Background: an optimization exercise with open tools, aiming at small area. Do not read the settings as production practice. Only simulation tests tie the RTL to the original design; equivalence was not proved. Power figures rest on the tool's default switching activity, not on a simulated workload.

===== flow/run.sh =====
#!/bin/bash
# synth_recipe.tcl (not shown) runs the flow's synth.tcl, then flattens the netlist and writes it again
# the make line also repeats each setting of config.mk as NAME=value (left out here)
make -C /OpenROAD-flow-scripts/flow DESIGN_CONFIG=/design/flow/config.mk WORK_HOME=/design/flow/orfs CLKGATE_MAP_FILE= SYNTH_SCRIPT=/design/flow/synth_recipe.tcl finish

===== flow/config.mk =====
export PLATFORM = sky130hd
export DESIGN_NAME = TwoDigitAdder
export DESIGN_NICKNAME = TwoDigitAdder
export VERILOG_FILES = /design/flow/design.v
export SDC_FILE = /design/flow/constraint.sdc
export NUM_CORES = 4
export LEC_CHECK = 0
export ABC_AREA = 1
export CAP_MARGIN = 20
export CORE_MARGIN = 2
export CORE_UTILIZATION = 40
export SLEW_MARGIN = 20

===== flow/constraint.sdc =====
create_clock -name core_clock -period 40.0 [get_ports {clk}]
set_input_delay 8.0000 -clock core_clock [delete_from_list [all_inputs] [get_ports {clk}]]
set_output_delay 8.0000 -clock core_clock [all_outputs]
set_load 0.01 [all_outputs]

===== flow/design.v =====
module ButtonDebounce(
    input wire clk,
    input wire reset,
    input wire button_in,
    output reg button_out
);
reg button_ff1, button_ff2;
reg button_state;
reg button_state_prev;
reg [17:0] counter;
wire at_limit = (counter == 18'd0);
wire fb = counter[17] ^ counter[10] ^ (counter[16:0] == 17'd0);
wire run = ~reset & ~at_limit & (button_ff2 ^ button_state);
always @(posedge clk) begin
    if (reset) begin
        button_ff1 <= 1'b0;
        button_ff2 <= 1'b0;
        button_state <= 1'b0;
        button_state_prev <= 1'b0;
        button_out <= 1'b0;
    end else begin
        button_ff1 <= button_in;
        button_ff2 <= button_ff1;
        if (at_limit)
            button_state <= button_ff2;
        button_state_prev <= button_state;
        button_out <= button_state & ~button_state_prev;
    end
end
always @(posedge clk) begin
    counter[0] <= ~run | fb;
    counter[17:1] <= counter[16:0] & {17{run}};
end
endmodule
module uart_tx (
    input wire i_Clock,
    input wire i_Reset,
    input wire i_Tx_DV,
    input wire [3:0] i_Tx_Code,
    output reg o_Tx_Serial,
    output wire o_Tx_Done,
    output wire o_Tx_Done_Prev
);
    localparam IDLE    = 4'd0;
    localparam IDLE_D  = 4'd1;
    localparam START   = 4'd2;
    localparam STOP    = 4'd3;
    localparam CLEANUP = 4'd4;
    reg [3:0] r_SM;
    reg [13:0] r_Clock_Count;
    reg [3:0] r_Tx_Code;
    wire bit_end = (r_Clock_Count == 14'h0729);    
    wire idle = (r_SM[3:1] == 3'b000);
    wire is_nl = r_Tx_Code[3] & r_Tx_Code[1];
    reg data_bit;
    always @* begin
        case (r_SM[2:0])
            3'd0: data_bit = r_Tx_Code[0];
            3'd1: data_bit = r_Tx_Code[1];
            3'd2: data_bit = r_Tx_Code[2];
            3'd3: data_bit = r_Tx_Code[3];
            3'd4: data_bit = ~is_nl;
            3'd5: data_bit = ~is_nl;
            default: data_bit = 1'b0;
        endcase
    end
    assign o_Tx_Done = (r_SM == CLEANUP);
    assign o_Tx_Done_Prev = (r_SM == IDLE_D);
    always @(posedge i_Clock) begin
        if (i_Reset | idle | bit_end)
            r_Clock_Count <= 14'd0;
        else
            r_Clock_Count <= {r_Clock_Count[12:0], ~(r_Clock_Count[13] ^ r_Clock_Count[12])};
    end
    always @(posedge i_Clock) begin
        if (idle & i_Tx_DV)
            r_Tx_Code <= i_Tx_Code;
    end
    always @(posedge i_Clock) begin
        if (i_Reset) begin
            r_SM <= IDLE;
            o_Tx_Serial <= 1'b1;
        end else if (r_SM[3]) begin
            o_Tx_Serial <= data_bit;
            if (bit_end)
                r_SM <= (r_SM == 4'd15) ? STOP : r_SM + 4'd1;
        end else begin
            case (r_SM)
                IDLE, IDLE_D: begin
                    o_Tx_Serial <= 1'b1;
                    r_SM <= i_Tx_DV ? START : IDLE;
                end
                START: begin
                    o_Tx_Serial <= 1'b0;
                    if (bit_end) r_SM <= 4'd8;
                end
                STOP: begin
                    o_Tx_Serial <= 1'b1;
                    if (bit_end) r_SM <= CLEANUP;
                end
                CLEANUP: r_SM <= IDLE_D;
                default: r_SM <= IDLE;
            endcase
        end
    end
endmodule
module fa_cell(input wire a, input wire b, input wire c, output wire s, output wire co);
    assign s = a ^ b ^ c;
    assign co = (a & b) | (a & c) | (b & c);
endmodule
module add3(input wire [3:0] d, output wire [3:0] o);
    assign o[3] = d[3] | (d[2] & d[0]) | (d[2] & d[1]);
    assign o[2] = (d[3] & d[0]) | (d[2] & ~d[1] & ~d[0]);
    assign o[1] = (~d[3] & d[1] & (~d[2] | d[0])) | (d[3] & ~d[0]);
    assign o[0] = (d[3] & ~d[0]) | (~d[3] & ~d[2] & d[0]) | (d[2] & d[1] & ~d[0]);
endmodule
module mul8(input wire [7:0] a, input wire [7:0] b, output wire [15:0] p);
    wire [8:0] r [0:7];
    assign r[0] = {1'b0, a & {8{b[0]}}};
    assign p[0] = r[0][0];
    genvar i, j;
    generate
        for (i = 1; i < 8; i = i + 1) begin : row
            wire [8:0] c;
            assign c[0] = 1'b0;
            for (j = 0; j < 8; j = j + 1) begin : col
                fa_cell u(.a(r[i-1][j+1]), .b(a[j] & b[i]), .c(c[j]), .s(r[i][j]), .co(c[j+1]));
            end
            assign r[i][8] = c[8];
            assign p[i] = r[i][0];
        end
    endgenerate
    assign p[15:8] = r[7][8:1];
endmodule
module div8(input wire [7:0] a, input wire [7:0] b, output wire [7:0] q);
    wire [7:0] nb = ~b;
    wire [8:0] hz;
    assign hz[8] = 1'b1;
    genvar i, j;
    generate
        for (i = 7; i >= 0; i = i - 1) begin : hzg
            assign hz[i] = hz[i+1] & ~b[i];
        end
    endgenerate
    wire [7:0] rem [0:8];
    assign rem[8] = 8'd0;
    generate
        for (i = 7; i >= 0; i = i - 1) begin : st
            localparam W = 8 - i;
            wire [W-1:0] t;
            if (W > 1) begin : tw
                assign t = {rem[i+1][W-2:0], a[i]};
            end else begin : t1
                assign t = a[i];
            end
            wire [W:0] c;
            wire [W-1:0] d;
            assign c[0] = 1'b1;
            for (j = 0; j < W; j = j + 1) begin : sb
                fa_cell u(.a(t[j]), .b(nb[j]), .c(c[j]), .s(d[j]), .co(c[j+1]));
            end
            assign q[i] = hz[W] & c[W];
            if (i > 0) begin : rm
                assign rem[i][W-1:0] = q[i] ? d : t;
                if (W < 8) begin : pad
                    assign rem[i][7:W] = {(8-W){1'b0}};
                end
            end else begin : rm0
                assign rem[i] = 8'd0;
            end
        end
    endgenerate
endmodule
module bin2bcd16(input wire [15:0] x, output wire [15:0] bcd);
    wire [15:0] s [0:16];
    assign s[0] = 16'd0;
    genvar i, k;
    generate
        for (i = 0; i < 16; i = i + 1) begin : sh
            wire [15:0] adj;
            for (k = 0; k < 4; k = k + 1) begin : dg
                add3 u(.d(s[i][4*k+3:4*k]), .o(adj[4*k+3:4*k]));
            end
            assign s[i+1] = {adj[14:0], x[15-i]};
        end
    endgenerate
    assign bcd = s[16];
endmodule
module bin2bcd8(input wire [7:0] x, output wire [7:0] bcd);
    wire [7:0] s [0:8];
    assign s[0] = 8'd0;
    genvar i, k;
    generate
        for (i = 0; i < 8; i = i + 1) begin : sh
            wire [7:0] adj;
            for (k = 0; k < 2; k = k + 1) begin : dg
                add3 u(.d(s[i][4*k+3:4*k]), .o(adj[4*k+3:4*k]));
            end
            assign s[i+1] = {adj[6:0], x[7-i]};
        end
    endgenerate
    assign bcd = s[8];
endmodule
module TwoDigitAdder(
    input wire clk,
    input wire rst,
    input wire rx,
    input wire [3:0] switches,
    input wire btn_right,
    input wire btn_left,
    input wire btn_up,
    input wire btn_down,
    input wire btn_calc,
    output wire tx,
    output reg [3:0] an,
    output wire [6:0] seg,
    output reg [3:0] led
);
wire btn_right_debounced, btn_left_debounced;
wire btn_up_debounced, btn_down_debounced, btn_calc_debounced;
ButtonDebounce debounce_calc  (.clk(clk), .reset(rst), .button_in(btn_calc),  .button_out(btn_calc_debounced));
ButtonDebounce debounce_right (.clk(clk), .reset(rst), .button_in(btn_right), .button_out(btn_right_debounced));
ButtonDebounce debounce_left  (.clk(clk), .reset(rst), .button_in(btn_left),  .button_out(btn_left_debounced));
ButtonDebounce debounce_up    (.clk(clk), .reset(rst), .button_in(btn_up),    .button_out(btn_up_debounced));
ButtonDebounce debounce_down  (.clk(clk), .reset(rst), .button_in(btn_down),  .button_out(btn_down_debounced));
localparam WAIT_NUM1 = 4'd0,
           STORE_NUM1 = 4'd1,
           WAIT_NUM2 = 4'd2,
           STORE_NUM2 = 4'd3,
           WAIT_COMMAND = 4'd4,
           ADDITION = 4'd5,
           SUBTRACTION = 4'd6,
           MULTIPLICATION = 4'd7,
           DIVISION = 4'd8,
           DISPLAY_RESULT = 4'd9,
           WAIT_RESTART = 4'd10;
localparam OP_ADD = 2'd0,
           OP_SUB = 2'd1,
           OP_MUL = 2'd2,
           OP_DIV = 2'd3;
reg [3:0] control_state;
reg [7:0] num1, num2;
reg [15:0] result;           
reg result_negative;
reg division_by_zero;
reg [1:0] operation_type;
reg show_result;             
reg display_uart_done;
reg [2:0] tx_state;
reg tx_dv;
wire tx_done, tx_done_previous;
wire tx_done_edge = tx_done;     
reg [3:0] tx_code;
always @* begin
    case (tx_state)
        3'd0: tx_code = result[15:12];
        3'd1: tx_code = result[11:8];
        3'd2: tx_code = result[7:4];
        3'd3: tx_code = result[3:0];
        default: tx_code = 4'd10;
    endcase
end
uart_tx uart_transmitter (
    .i_Clock(clk),
    .i_Reset(rst),
    .i_Tx_DV(tx_dv),
    .i_Tx_Code(tx_code),
    .o_Tx_Serial(tx),
    .o_Tx_Done(tx_done),
    .o_Tx_Done_Prev(tx_done_previous)
);
wire in_display = (control_state == DISPLAY_RESULT);
always @(posedge clk) begin
    if (rst) begin
        tx_state <= 3'd0;
        tx_dv <= 1'b0;
    end else begin
        if (tx_done_edge)
            tx_dv <= 1'b0;
        if (in_display && !display_uart_done) begin
            if (tx_state == 3'd5) begin
                tx_dv <= 1'b0;
            end else begin
                if (!tx_dv && !tx_done)
                    tx_dv <= 1'b1;
                if (tx_done_edge)
                    tx_state <= tx_state + 3'd1;
            end
        end else if (!in_display) begin
            tx_dv <= 1'b0;
            tx_state <= 3'd0;
        end
    end
end
reg [3:0] rx_state;
reg [13:0] clk_count;
reg [7:0] rx_byte;
wire rx_data_valid = (rx_state == 4'd1);
wire rx_idle = (rx_state[3:1] == 3'b000);
wire half_bit = (clk_count == 14'h3a31);    
wire full_bit = (clk_count == 14'h0729);    
wire rx_sample = rx_state[3] ? full_bit :
                 (rx_state == 4'd2) ? half_bit :
                 (rx_state == 4'd3) ? full_bit : 1'b0;
always @(posedge clk) begin
    if (rst | rx_idle | rx_sample)
        clk_count <= 14'd0;
    else
        clk_count <= {clk_count[12:0], ~(clk_count[13] ^ clk_count[12])};
end
always @(posedge clk) begin
    if (rx_state[3] & full_bit)
        rx_byte <= {rx, rx_byte[7:1]};
end
always @(posedge clk) begin
    if (rst) begin
        rx_state <= 4'd0;
    end else if (rx_idle) begin
        rx_state <= rx ? 4'd0 : 4'd2;
    end else if (rx_sample) begin
        if (rx_state == 4'd2)
            rx_state <= rx ? 4'd0 : 4'd8;
        else if (rx_state == 4'd3)
            rx_state <= 4'd1;
        else if (rx_state == 4'd15)
            rx_state <= 4'd3;
        else
            rx_state <= rx_state + 4'd1;
    end
end
wire [15:0] product;
wire [7:0] quotient;
mul8 u_mul(.a(num1), .b(num2), .p(product));
div8 u_div(.a(num1), .b(num2), .q(quotient));
wire [8:0] sum = {1'b0, num1} + {1'b0, num2};
wire [8:0] diff = {1'b0, num1} - {1'b0, num2};    
wire num1_lt = diff[8];
wire [7:0] absdiff = num1_lt ? (~diff[7:0] + 8'd1) : diff[7:0];
wire num2_zero = (num2 == 8'd0);
reg [15:0] calc_bin;
always @* begin
    case (control_state)
        ADDITION:       calc_bin = {7'd0, sum};
        SUBTRACTION:    calc_bin = {8'd0, absdiff};
        MULTIPLICATION: calc_bin = product;
        default:        calc_bin = num2_zero ? 16'd0 : {8'd0, quotient};
    endcase
end
wire [15:0] calc_bcd;
bin2bcd16 u_conv(.x(calc_bin), .bcd(calc_bcd));
wire rx_is_digit = (rx_byte >= 8'd48) && (rx_byte <= 8'd57);
wire [7:0] rx_digit = {4'd0, rx_byte[3:0]};
always @(posedge clk) begin
    if (rst) begin
        control_state <= WAIT_NUM1;
        num1 <= 8'd0; num2 <= 8'd0; result <= 16'd0;
        result_negative <= 1'b0; division_by_zero <= 1'b0;
        operation_type <= OP_ADD;
        show_result <= 1'b0;
        display_uart_done <= 1'b0;
        led <= 4'b0000;
    end else begin
        if (in_display && !display_uart_done && tx_state == 3'd4 && tx_done_edge)
            display_uart_done <= 1'b1;
        if (btn_right_debounced && num1 < 8'd99) num1 <= num1 + 8'd1;
        if (btn_left_debounced && num1 != 8'd0) num1 <= num1 - 8'd1;
        if (btn_up_debounced && num2 < 8'd99) num2 <= num2 + 8'd1;
        if (btn_down_debounced && num2 != 8'd0) num2 <= num2 - 8'd1;
        if (btn_calc_debounced) begin
            case (switches)
                4'b0010: begin operation_type <= OP_SUB; led <= 4'b0010; control_state <= SUBTRACTION; end
                4'b0100: begin operation_type <= OP_MUL; led <= 4'b0100; control_state <= MULTIPLICATION; end
                4'b1000: begin operation_type <= OP_DIV; led <= 4'b1000; control_state <= DIVISION; end
                default: begin operation_type <= OP_ADD; led <= 4'b0001; control_state <= ADDITION; end
            endcase
        end
        if (rx_data_valid) begin
            case (control_state)
                WAIT_NUM1: if (rx_is_digit) begin
                    num1 <= rx_digit;
                    control_state <= STORE_NUM1;
                end
                STORE_NUM1: if (rx_is_digit) begin
                    num1 <= (num1 * 8'd10) + rx_digit;
                    control_state <= WAIT_NUM2;
                end
                WAIT_NUM2: if (rx_is_digit) begin
                    num2 <= rx_digit;
                    control_state <= STORE_NUM2;
                end
                STORE_NUM2: if (rx_is_digit) begin
                    num2 <= (num2 * 8'd10) + rx_digit;
                    control_state <= WAIT_COMMAND;
                end
                WAIT_COMMAND: begin
                    if (switches[0]) begin
                        operation_type <= OP_ADD; led <= 4'b0001; control_state <= ADDITION;
                    end else if (switches[1]) begin
                        operation_type <= OP_SUB; led <= 4'b0010; control_state <= SUBTRACTION;
                    end else if (switches[2]) begin
                        operation_type <= OP_MUL; led <= 4'b0100; control_state <= MULTIPLICATION;
                    end else if (switches[3]) begin
                        operation_type <= OP_DIV; led <= 4'b1000; control_state <= DIVISION;
                    end
                    if (rx_byte == 8'd43) begin
                        operation_type <= OP_ADD; control_state <= ADDITION;
                    end else if (rx_byte == 8'd45) begin
                        operation_type <= OP_SUB; control_state <= SUBTRACTION;
                    end else if (rx_byte == 8'd42) begin
                        operation_type <= OP_MUL; control_state <= MULTIPLICATION;
                    end else if (rx_byte == 8'd47) begin
                        operation_type <= OP_DIV; control_state <= DIVISION;
                    end
                end
                DISPLAY_RESULT: begin
                    if (rx_byte == 8'd114 || rx_byte == 8'd82) begin
                        control_state <= WAIT_NUM1;
                        display_uart_done <= 1'b0;
                        num1 <= 8'd0; num2 <= 8'd0;
                    end else if (rx_byte == 8'd110 || rx_byte == 8'd78) begin
                        control_state <= WAIT_RESTART;
                        display_uart_done <= 1'b0;
                    end
                end
                WAIT_RESTART: if (rx_is_digit) begin
                    num1 <= rx_digit;
                    num2 <= 8'd0;
                    result <= 16'd0;
                    result_negative <= 1'b0;
                    division_by_zero <= 1'b0;
                    led <= 4'b0000;
                    control_state <= STORE_NUM1;
                end
                default: ;
            endcase
        end
        case (control_state)
            ADDITION, SUBTRACTION, MULTIPLICATION, DIVISION: begin
                result <= calc_bcd;
                result_negative <= (control_state == SUBTRACTION) & num1_lt;
                division_by_zero <= (control_state == DIVISION) & num2_zero;
                display_uart_done <= 1'b0;
                control_state <= DISPLAY_RESULT;
            end
            DISPLAY_RESULT: begin
                show_result <= 1'b1;
                case (operation_type)
                    OP_ADD: led <= 4'b0001;
                    OP_SUB: led <= 4'b0010;
                    OP_MUL: led <= 4'b0100;
                    default: led <= 4'b1000;
                endcase
            end
            default: ;
        endcase
    end
end
reg [16:0] refresh_counter;
reg [1:0] display_selector;
reg [3:0] current_digit;
reg [3:0] shown_digit;       
wire refresh_end = (refresh_counter == 17'h0a8d7);    
always @(posedge clk) begin
    if (rst | refresh_end)
        refresh_counter <= 17'd0;
    else
        refresh_counter <= {refresh_counter[15:0], ~(refresh_counter[16] ^ refresh_counter[13])};
end
always @(posedge clk) begin
    if (rst)
        display_selector <= 2'd0;
    else if (refresh_end)
        display_selector <= display_selector + 2'd1;
end
always @(posedge clk) begin
    if (rst)
        an <= 4'b1111;
    else
        an <= ~(4'b0001 << display_selector);
end
wire [7:0] num_shown = display_selector[1] ? num1 : num2;
wire [7:0] num_bcd;
bin2bcd8 u_numconv(.x(num_shown), .bcd(num_bcd));
always @(posedge clk) begin
    if (!show_result) begin
        current_digit <= display_selector[0] ? num_bcd[7:4] : num_bcd[3:0];
    end else if (division_by_zero) begin
        case (display_selector)
            2'd0: current_digit <= 4'd11;
            2'd1: current_digit <= 4'd12;
            2'd2: current_digit <= 4'd11;
            default: current_digit <= 4'd14;
        endcase
    end else begin
        case (display_selector)
            2'd0: current_digit <= result[3:0];
            2'd1: current_digit <= result[7:4];
            2'd2: current_digit <= result[11:8];
            default: current_digit <= operation_type[1] ? result[15:12] :
                                      result_negative ? 4'd10 : result[11:8];
        endcase
    end
end
always @(posedge clk) begin
    if (rst)
        shown_digit <= 4'd15;
    else
        shown_digit <= current_digit;
end
reg [6:0] seg_r;
always @* begin
    case (shown_digit)
        4'd0: seg_r = 7'b1000000;
        4'd1: seg_r = 7'b1111001;
        4'd2: seg_r = 7'b0100100;
        4'd3: seg_r = 7'b0110000;
        4'd4: seg_r = 7'b0011001;
        4'd5: seg_r = 7'b0010010;
        4'd6: seg_r = 7'b0000010;
        4'd7: seg_r = 7'b1111000;
        4'd8: seg_r = 7'b0000000;
        4'd9: seg_r = 7'b0010000;
        4'd10: seg_r = 7'b0111111;
        4'd11: seg_r = 7'b0101111;
        4'd12: seg_r = 7'b0100011;
        4'd13: seg_r = 7'b1000111;
        4'd14: seg_r = 7'b0000110;
        default: seg_r = 7'b1111111;
    endcase
end
assign seg = seg_r;
endmodule

==> impl_metrics.toml <==
[run_status]
status = "finished clean"

[global_routing]
grt_max_degree = 74
first_global_vias = 15820
grt_use_total_pct = 18.78
grt_pass1_wl_mm = 74.41
grt_overflow = 0
antenna_found_initial = 0

[critical_path]
cp_top_family = "adder cells"
critPathLaunchType = "flop"
critPathKind = "flop to flop"
cp.arrival_ns = 16.28
endpoint_kind = "flop"
crit_slowest_cell = "dfxtp_1"
crit_buf_inv = 7
worstRegToRegCells = 59
path_max_fanout = 13
r2r_end = "result[0]$_SDFFE_PP0P_"
worstPathRequired_ns = 40.47
reg2reg_slack_ns = 24.19
critPathMostFrequentCell = "fa_1"
r2r-start = "num1[7]$_SDFF_PP0_"
cpPeakStageDelay_ns = 0.71

[routing]
routed_wirelength_mm = 43.79
via_per_inst = 5.019
routedWlPerCell_um = 13.40
firstDrtPassIters = 7
first_iter_violations = 1117
highest_layer = "met4"
drc = 0
met2_length_mm = 20.63
drt-met1-wl_mm = 21.01
vias = 16400
ant_nets = 0
met3_length_mm = 1.527

[synth]
syn_inst = 2624
async_flop_share_pct = 0
yosys.area.top_type = "dfxtp_1"
ys_types = 65
ys_seq_area_share_pct = 28.27
synth_area_leaders = "dfxtp_1 (26%), nand2_1 (11%), inv_1 (9.2%)"
yosysWarnings = 7
ys.flop_type = "dfxtp_1"
ys_ff_latch = 248
synth_edf_count = 12
synth.avg_cell_area_um2 = 6.854
syn_nets = 2803
netlist_area_um2 = 17980
yosys.area.top_type_share_pct = 26.27

[pwr]
p_sw_share_pct = 35.64
p_comb_share_pct = 31.6
p_int_mw = 0.4743
clkPwrFrac_pct = 32.2
power.density_nw_per_um2 = 37.17
p_leak_nw = 9.304
ir_drop_mv = 0.03449
p_switching_mw = 0.2627
p_seq_share_pct = 36.1

[sta]
setup_viol = 0
fmaxAchievable_mhz = 63.24
skew_ns = 0.01569
tns_ns = 0
slew_violations = 0
min_period_ns = 15.81
slew_headroom_pct = 40.19
tightest_slew_ns = 0.8971
timing.final.crit_share_pct = 39.53
hold_viol = 0
rsz0062_at_grt = "false"

[floorplanning]
fp.dieW_um = 216.0
io_pins = 28
coreArea_um2 = 44320
die_area_um2 = 46670
die_height_um = 216.0
start_util_pct = 40.58
rows = 77

[worst_hold_path]
whs_path_depth = 1
min_to = "debounce_up.button_out$_SDFF_PP0_"
hp-class = "flop to flop"
hp-start = "debounce_up.button_state_prev$_SDFF_PP0_"

[finish]
fin_cells = 3268
layout_commonest_cell = "nand2_1"
final_nets = 2835
antennaDiodeCount = 0
drive_gt1_share_pct = 8.819
syn_to_final_growth_pct = 10.26
mostFrequentLayoutCells = "nand2_1 (548), inv_1 (443), nor2_1 (336)"
fill_cells = 4548

[run]
drv_cap = 0

[clock_tree]
cts_setup_buffers = 0
cts.sinks = 248
htree_levels = 1
path_clk_slew_ns = 0.06
cts-resized-gates = 0
insertion_delay_ns = 0.55
numCtsBuffers = 26
root_buffer = "clkbuf_16"
cts_tree = "built"
clk_path_buf_depth = 3
hold_buffers = 0

[place]
globalplace.congestion = 0.8919
io_buffers = 27
placedCellCount = 3220
hpwl_mm = 33.79
-- power by group through the flow --
stage | logic, mW | clock network, mW | registers (mW)
after floorplan | 0.174 | 0 | 0.272
after global placement | 0.226 | 0 | 0.272
after detailed placement | 0.230 | 0 | 0.272
after CTS | 0.231 | 0.246 | 0.266
after global routing | 0.265 | 0.254 | 0.268
final | 0.233 | 0.238 | 0.266
-- registers in the layout (all words and copies together), names as in the netlist, 2 cells and up --
signal,count
refresh_counter,17
control_state,4
uart_transmitter.r_SM,4
debounce_right.counter,18
num1,8
result,16
num2,8
debounce_up.counter,18
current_digit,4
debounce_calc.counter,18
seg,7
rx_byte,8
clk_count,14
uart_transmitter.r_Tx_Code,4
an,4
debounce_down.counter,18
display_selector,2
uart_transmitter.r_Clock_Count,14
operation_type,2
debounce_left.counter,18
tx_state,3
led,4
rx_state,4
-- how the worst max path moves through the flow --
stage | start | to | cells after the start
finish | num1[7]$_SDFF_PP0_ | result[0]$_SDFFE_PP0P_ | 59
global route | num1[7]$_SDFF_PP0_ | result[0]$_SDFFE_PP0P_ | 59
CTS | num1[7]$_SDFF_PP0_ | result[0]$_SDFFE_PP0P_ | 59
detailed placement | num1[7]$_SDFF_PP0_ | result[0]$_SDFFE_PP0P_ | 59
global placement | num1[7]$_SDFF_PP0_ | result[0]$_SDFFE_PP0P_ | 59
floorplan | num1[7]$_SDFF_PP0_ | result[0]$_SDFFE_PP0P_ | 60
-- cell families after synthesis --
group	Yosys count	synth area share (%)
mux	6	0.3687
simple gates	1286	32.02
fa+ha+maj	172	14.94
buf+inv	523	10.99
compound gates	357	11.84
flops	248	28.27
xor+xnor	32	1.558
-- per-stage QoR --
stage | worst slack [ns] | total power, mW | util, % | hold WS (ns) | area, µm²
floorplan | 26.14 | 0.4456 | - | 0.3732 | 17980
global placement | 24.90 | 0.4981 | 42.78 | 0.3797 | 18960
detailed placement | 24.51 | 0.5013 | 42.83 | 0.3804 | 18980
CTS | 24.42 | 0.7429 | 44.75 | 0.3824 | 19830
global route | 23.21 | 0.7866 | 44.75 | 0.3873 | 19830
finish | 24.19 | 0.7370 | 44.75 | 0.3827 | 19830
-- cell usage after synthesis, drive strengths merged, types with 7 or more instances --
master  instances
nand4          41
nor4           20
xor2           25
or2            18
fa             73
o211ai         13
inv           467
a31oi          20
o22ai           7
clkinv          9
o31ai           7
nor2          357
clkbuf         43
nor3           32
a221oi          7
nand3         184
dfxtp         236
ha             94
a21oi         135
nand2         629
a211oi         11
xnor2           7
o21ai         114
edfxtp         12
-- final cells by class --
class	instances	area, µm²	area share [%]
Timing Repair Buffer	51	445.4	2.246
Multi-Input combinational cell	1853	10920	55.08
Inverter	476	1788	9.016
Tap cell	592	740.7	3.735
Clock buffer	39	719.4	3.628
Sequential cell	248	5085	25.64
Clock inverter	9	128.9	0.6499
-- layer usage --
layer | vias to the layer above | GRT usage [%]
met5 | - | 0
met4 | 0 | 3.242
met3 | 45 | 1.846
met2 | 282 | 32.90
met1 | 7674 | 25.33
li1 | 8402 | -

## what the ideal ports hide
Ports are ideal in the flow. The routed layout listed here was re-timed in OpenROAD.
Step 1 assumes that a clkbuf_16 drives the clock port and a buf_2 every other input.
Step 2 times the ports against the registers' clock, not the clock port: input delays grow and output delays shrink by t, the midpoint of the rising clock arrivals with the driver on.
a / b / c = ideal ports / drivers / drivers and shift; a / b = the first two.
t (ns): 0.597
setup slack, ns: 24.187 / 24.187 / 24.187
hold slack, ns: 0.383 / 0.383 / 0.383
After both steps setup and hold are still met in this run. For this run, drivers alone change the setup slack by 0.000 ns; drivers and shift together by 0.000 ns.
